Source: an optimization exercise on an open RTL-to-GDS flow (aim: small area, a short achievable clock period and few clock cycles). Production flows keep margins and buffers that such runs may drop.
For this run, only the layout was checked, not whether the RTL still works.
No activity file was given, so power comes from the tool's default toggle rates.

## flow/config.mk

```make
export PLATFORM = sky130hd
export DESIGN_NAME = alu_unit
export DESIGN_NICKNAME = alu_unit
export VERILOG_FILES = /design/flow/design.v
export SDC_FILE = /design/flow/constraint.sdc
export NUM_CORES = 4
export LEC_CHECK = 0
export CAP_MARGIN = 20
export CORE_MARGIN = 2
export CORE_UTILIZATION = 40
export PLACE_DENSITY = 0.6
export SLEW_MARGIN = 20
```

## flow/constraint.sdc

```tcl
create_clock -name core_clock -period 64.0 [get_ports {clk}]
set_input_delay 12.8000 -clock core_clock [delete_from_list [all_inputs] [get_ports {clk}]]
set_output_delay 12.8000 -clock core_clock [all_outputs]
set_load 0.01 [all_outputs]
```

## flow/design.v

```verilog
module ALU (
    input  wire [ 4:0] ALUOp,
    input  wire [31:0] A,
    input  wire [31:0] B,
    output wire [31:0] Result,
    output wire        ALUExp
);
  wire        is_sub = (ALUOp == 5'b00001) | (ALUOp == 5'b00010) | (ALUOp == 5'b00011);
  wire [31:0] adder_b = is_sub ? ~B : B;
  wire [31:0] adder_res;
  wire        adder_cout;
  assign {adder_cout, adder_res} = A + adder_b + is_sub;
  wire ovf = (A[31] ~^ adder_b[31]) & (A[31] ^ adder_res[31]);
  wire slt = (A[31] & ~B[31]) | ((A[31] ~^ B[31]) & adder_res[31]);
  wire sltu = ~adder_cout;
  wire [31:0] sll_res = A << B[4:0];
  wire [63:0] sr64 = {{32{(ALUOp == 5'b01010) & A[31]}}, A} >> B[4:0];
  reg [31:0] r;
  always @(*) begin
    case (ALUOp)
      5'b00000, 5'b00001: r = adder_res;
      5'b00010:  r = {31'b0, slt};
      5'b00011: r = {31'b0, sltu};
      5'b00100:  r = A & B;
      5'b00101:  r = ~(A | B);
      5'b00110:   r = A | B;
      5'b00111:  r = A ^ B;
      5'b01000:  r = sll_res;
      5'b01001, 5'b01010: r = sr64[31:0];
      5'b01011:  r = B;
      5'b01100: r = A & ~B;
      5'b01101:  r = A | ~B;
      default:   r = 32'b0;
    endcase
  end
  assign Result = r;
  assign ALUExp = ((ALUOp == 5'b00000) | (ALUOp == 5'b00001)) & ovf;
endmodule
module alu_unit (
    input  wire        clk,
    input  wire        rst,
    input  wire        in_valid,
    output wire        in_ready,
    input  wire [ 4:0] in_op,
    input  wire [31:0] in_a,
    input  wire [31:0] in_b,
    output reg         out_valid,
    output reg  [31:0] out_result,
    output reg         out_exc
);
  reg        busy;
  reg        v1;
  reg [ 4:0] op1;
  reg [31:0] a1;
  reg [31:0] b1;
  reg [ 1:0] ph;   
  assign in_ready = ~busy;
  wire acc = in_valid & ~busy;
  wire in_long = (in_op == 5'b01110) | (in_op == 5'b01111);
  wire is_mul = (op1 == 5'b01110);
  wire is_div = (op1 == 5'b01111);
  wire [31:0] alu_res;
  wire        alu_exc;
  ALU u_alu (
      .ALUOp (op1),
      .A     (a1),
      .B     (b1),
      .Result(alu_res),
      .ALUExp(alu_exc)
  );
  wire        first = (ph == 2'd0);
  wire [31:0] mul_acc = (first ? 32'b0 : out_result)
                      + (b1[0] ? a1 : 32'b0)
                      + (b1[1] ? {a1[30:0], 1'b0} : 32'b0)
                      + (b1[2] ? {a1[29:0], 2'b0} : 32'b0)
                      + (b1[3] ? {a1[28:0], 3'b0} : 32'b0);
  wire        mul_last = (b1[31:4] == 28'b0);
  wire        mul_next_last = (b1[31:8] == 24'b0);
  function [5:0] bitlen;
    input [31:0] x;
    integer i;
    begin
      bitlen = 6'd0;
      for (i = 0; i < 32; i = i + 1) if (x[i]) bitlen = i + 1;
    end
  endfunction
  wire [5:0] la = bitlen(a1);
  wire [5:0] lb = bitlen(b1);
  wire        b_zero = (lb == 6'd0);
  wire        div_triv = b_zero | (la < lb);   
  wire [4:0]  d = la[4:0] - lb[4:0];           
  wire [31:0] a_sr = a1 >> d;
  wire [31:0] a_sl = a1 << (5'd0 - d);
  wire [ 4:0] cnt_init = d;
  wire [32:0] r_in = (ph == 2'd1) ? {1'b0, out_result} : {out_result, a1[31]};
  wire [32:0] r_sub = r_in - {1'b0, b1};
  wire        q = ~r_sub[32];
  wire [31:0] r_new = q ? r_sub[31:0] : r_in[31:0];
  reg  [ 4:0] cnt;
  always @(posedge clk) begin
    if (rst) begin
      busy      <= 1'b0;
      v1        <= 1'b0;
      out_valid <= 1'b0;
      ph        <= 2'd0;
    end else begin
      out_valid <= 1'b0;
      if (v1 && is_mul) begin
        out_result <= mul_acc;
        a1 <= {a1[27:0], 4'b0};
        b1 <= {4'b0, b1[31:4]};
        ph <= 2'd2;
        if (mul_last) begin
          out_valid <= 1'b1;
          out_exc   <= 1'b0;
          v1        <= 1'b0;
          busy      <= 1'b0;
          ph        <= 2'd0;
        end else if (mul_next_last) begin
          busy <= 1'b0;
        end
      end else if (v1 && is_div) begin
        if (ph == 2'd0) begin
          if (div_triv) begin
            out_result <= 32'b0;
            out_exc    <= b_zero;
            out_valid  <= 1'b1;
            v1         <= 1'b0;
            busy       <= 1'b0;
          end else begin
            out_result <= a_sr;
            ph         <= 2'd1;
            if (d == 5'd0) busy <= 1'b0;
          end
        end else if (ph == 2'd1) begin
          out_result <= r_new;
          a1         <= (d == 5'd0) ? {31'b0, q} : (a_sl | {31'b0, q});
          cnt        <= cnt_init;
          ph         <= 2'd2;
          if (d == 5'd0) begin
            out_result <= {31'b0, q};
            out_exc    <= 1'b0;
            out_valid  <= 1'b1;
            v1         <= 1'b0;
            ph         <= 2'd0;
          end else if (d == 5'd1) begin
            busy <= 1'b0;
          end
        end else begin
          out_result <= r_new;
          a1         <= {a1[30:0], q};
          cnt        <= cnt - 5'd1;
          if (cnt == 5'd1) begin
            out_result <= {a1[30:0], q};
            out_exc    <= 1'b0;
            out_valid  <= 1'b1;
            v1         <= 1'b0;
            ph         <= 2'd0;
          end else if (cnt == 5'd2) begin
            busy <= 1'b0;
          end
        end
      end else if (v1) begin
        out_result <= alu_res;
        out_exc    <= alu_exc;
        out_valid  <= 1'b1;
        v1         <= 1'b0;
      end
      if (acc) begin
        v1   <= 1'b1;
        op1  <= in_op;
        a1   <= in_a;
        b1   <= in_b;
        busy <= in_long;
        ph   <= 2'd0;
      end
    end
  end
endmodule
```

## flow/run.sh

```bash
#!/bin/bash
# synth_recipe.tcl (not shown) runs the flow's synth.tcl, then flattens the netlist and writes it again
# the make line also repeats each setting of config.mk as NAME=value (left out here)
make -C /OpenROAD-flow-scripts/flow DESIGN_CONFIG=/design/flow/config.mk WORK_HOME=/design/flow/orfs CLKGATE_MAP_FILE= SYNTH_SCRIPT=/design/flow/synth_recipe.tcl finish
```

==> results.json <==
{
  "rrSetupSlack_ns": 55.84,
  "initial_core_util_pct": 40.6,
  "crit_chain": "clkdlybuf4s50_1, nor2b_4, nor2_1, a21oi_4, buf_16, o21a_1",
  "yosys_warnings": 2,
  "ios": 107,
  "ys_seq_area_share_pct": 13.5,
  "clock_latency_ns": 0.43,
  "gp_congestion": 1.04,
  "htreeDepth": 3,
  "cp.arrival_ns": 15.07,
  "die_h_um": 252,
  "r2r-end": "a1[29]",
  "grt_pass1_vias": 24900,
  "cts_buffer_depth": 2,
  "seq_power_share_pct": 19.4,
  "setup_viol": 0,
  "hold_viol_final": 0,
  "synthSimpleGateAreaFrac_pct": 18.2,
  "relSlewSlack_pct": 23.4,
  "core_area_sq_um": 60500,
  "startpoint_type": "input pin",
  "hpwl_um": 88800,
  "vias": 26500,
  "path_buf_inv": 2,
  "switching_power_mw": 0.236,
  "slew_violations": 0,
  "final_area_sq_um": 26700,
  "synthArstFlopShare_pct": 0,
  "cts_tree": "built",
  "hold_buffers": 0,
  "cpLargestDelayFamily": "compound AO/OA/AOI/OAI gates",
  "cts_setup_buffers": 0,
  "syn_avg_cell_area_sq_um": 7.96,
  "n_fill_cell": 6055,
  "synth-xor-area-share_pct": 5.00,
  "grt_max_degree": 101,
  "ys_top_cells_by_area": "edfxtp_1 13%, mux4_2 9.5%, ha_1 8.9%",
  "rsz0062_at_grt": "no",
  "cts-buffers-inserted": 9,
  "leakagePower_nw": 10.8,
  "fmax_mhz": 67.0,
  "firstDrtPassIters": 6,
  "crit_end": "a1[31]",
  "reg2regPathDepth": 16,
  "finalNonFillerCells": 3823,
  "synth_top_family_by_area": "compound AO/OA/AOI/OAI gates",
  "gr-usage-all-layers_pct": 37.8,
  "synth-edff-count": 107,
  "synth_top_area_cell": "edfxtp_1",
  "vias_per_cell": 6.93,
  "fin_nets": 3372,
  "crit_required_ns": 64.14,
  "core.rowCount": 90,
  "hold_slack_ns": 0.562,
  "min_period_over_period_pct": 23.3,
  "port-buffer-count": 106,
  "cts_sinks": 112,
  "crit_slowest_cell": "a21oi_4",
  "place_ws_ns": 47.72,
  "drt_iter0_markers": 3812,
  "synthCells": 3082,
  "post_cts_resized": 0,
  "critPathMaxFanout": 17,
  "powerDensity_nw_per_um2": 17.4,
  "status": "no timing/DRC/antenna violations",
  "clkTransAtPathRegs_ns": 0.09,
  "synth-compound-area-share_pct": 24.0,
  "total_power_mw": 0.465,
  "syn-num-nets": 3420,
  "pwr-share-clk_pct": 13.0,
  "synth_cell_types": 92,
  "crit_start": "in_valid",
  "synth_top_area_share_pct": 13.1,
  "tns_ns": 0,
  "max_stage_delay_ns": 0.63,
  "grt_overflow": 0,
  "combPwrFrac_pct": 67.6,
  "die_w_um": 252,
  "tightestPinTransition_ns": 1.14,
  "wire_per_inst_um": 31.8,
  "netSwitchingFraction_pct": 50.6,
  "muxShareOfSynthArea_pct": 16.3,
  "die-area_sq_um": 63300,
  "crit_path_end_kind": "register",
  "area_growth_pct": 8.77,
  "synth_ff_type": "edfxtp_1",
  "dp.cells": 3803,
  "ant_nets": 0,
  "placed_area_sq_um": 26400,
  "synth_fa_ha_area_share_pct": 16.4,
  "grt_pass1_wl_um": 175000,
  "setup_slack_ns": 49.07,
  "finClkSkew_ns": 0.0255,
  "critPathKind": "in -> reg",
  "regToRegStartpoint": "b1[2]",
  "peakVddDrop_v": 0.0000153,
  "drt-total-wl_um": 122000,
  "post-route-min-period_ns": 14.93,
  "hold_class": "reg -> reg",
  "intPower_mw": 0.230,
  "drcViolationCount": 0,
  "final_layout_size_suffix_gt1_share_pct": 9.08,
  "cts-root-buf": "clkbuf_16",
  "antenna_found_initial": 8,
  "maxCapViolCount": 0,
  "synth_seq_cells": 112,
  "path_depth": 6,
  "fin_util_pct": 44.1,
  "syn_area_sq_um": 24500
}
[cell type report]
| class | instances | area, sq um | area share (%) |
|---|---|---|---|
| multi-input cells | 2551 | 19700 | 73.9 |
| flip-flops and latches | 112 | 3310 | 12.4 |
| repair buffers | 193 | 1760 | 6.59 |
| well taps | 782 | 978 | 3.67 |
| inverters | 167 | 628 | 2.35 |
| clock buffers | 9 | 225 | 0.844 |
| clock inverters | 7 | 46.3 | 0.173 |
| diodes | 2 | 5.00 | 0.0188 |
[worst min path at each step]
stage          start  endpoint  slack [ns]  cells after the start
6_report        busy      busy        0.56                      2
5_1_grt         busy      busy        0.61                      2
4_1_cts         busy      busy        0.56                      2
3_5_place_dp    busy      busy        0.55                      2
3_3_place_gp    busy      busy        0.53                      2
2_1_floorplan  ph[1]     ph[1]        0.50                      2
[kinds of logic (layout without fill, tap and decap cells)]
family                     after synthesis  after routing
adders and majority gates              266            266
xor gates and xnor gates               136            136
AOI/OAI and AO/OA                      864            864
buffers and inverters                  419            376
and+or+nand+nor                       1018           1018
muxes                                  267            267
DFF                                    112            112
other                                    0              2
[cell usage in the layout (no fill, tap or decap), drive strengths merged, types with 20 or more instances in the layout]
| cell | Yosys | final |
|---|---|---|
| o221ai | 21 | 21 |
| o22ai | 21 | 21 |
| fa | 91 | 91 |
| mux2i | 144 | 144 |
| o211ai | 56 | 56 |
| and3 | 21 | 21 |
| a21oi | 172 | 172 |
| nand2 | 442 | 442 |
| o21ai | 208 | 208 |
| nand4 | 21 | 21 |
| a21o | 37 | 37 |
| clkdlybuf4s50 | 0 | 106 |
| ha | 175 | 175 |
| xor2 | 39 | 39 |
| mux2 | 20 | 20 |
| a221oi | 34 | 34 |
| edfxtp | 107 | 107 |
| nor3 | 52 | 52 |
| inv | 162 | 164 |
| nor2 | 297 | 297 |
| nand3 | 54 | 54 |
| nand2b | 27 | 27 |
| mux4 | 103 | 103 |
| a211oi | 52 | 52 |
| buf | 72 | 87 |
| a32oi | 22 | 22 |
| xnor2 | 95 | 95 |
| o21a | 26 | 26 |
| nor2b | 24 | 24 |
[Yosys cell counts (22+ instances only)]
library cell and n:
nor3_1 49, clkbuf_1 180, nand2b_1 27, inv_1 162, a221oi_1 34, xnor2_1 95, nand2_1 442, nor2b_1 24
o21ai_0 206, nor2_1 297, a21oi_1 172, a211oi_1 52, a32oi_1 22, a21o_1 37, mux2i_1 144, o211ai_1 56
xor2_1 38, mux4_2 103, edfxtp_1 107, buf_2 24, o21a_1 26, nand3_1 54, ha_1 175, fa_1 91
buf_1 42
[registers in the layout (all words and copies together), names as in the netlist]
signal      flops
a1             32
b1             32
out_result     32
cnt             5
op1             5
ph              2
busy            1
out_exc         1
out_valid       1
v1              1
[worst min-delay path, delay by kind of cell, from the launching register on]
kind / cells / cell delay [ns]
flops: 1 / 0.34
compound gates: 1 / 0.08
buf+inv: 1 / 0.10
[power by group through the flow]
stage	Combinational, mW	Sequential [mW]	Clock [mW]
final	0.314	0.0902	0.0607
after global routing	0.333	0.0905	0.0642
after detailed placement	0.302	0.0917	0
after floorplan	0.210	0.0898	0
after CTS	0.304	0.0900	0.0618
after global placement	0.299	0.0915	0
[layer usage]
layer	up-vias	track usage, %	part of all wire, %
met5	-	0	0.044
met4	8	20.9	6.3
met3	379	9.04	11
met2	1727	56.4	43
met1	13100	50.3	40
li1	11300	-	-

[port drivers added, routing unchanged]
The flow's constraints put no driver on any port. The routed layout listed below was extracted and timed again, unchanged, in two steps. Step 1 sets driving cells, clkbuf_16 on the clock port and buf_2 on the other inputs (assumed; they add their load-dependent delay and slew). Step 2, shift: input delay + t, output delay - t, t = (earliest + latest rising clock arrival at the registers) / 2. This alone moves slack from input paths to output paths. Three values: no drivers, after step 1, after step 2; two values: the first two.
shift t [ns]: 0.477
setup WS [ns]: 49.068 / 49.105 / 48.628
worst data-port slew with drivers (ns): 0.07
After both steps this run still meets setup and hold. For this run, drivers alone change the setup slack by +0.037 ns; drivers and shift together by -0.440 ns.
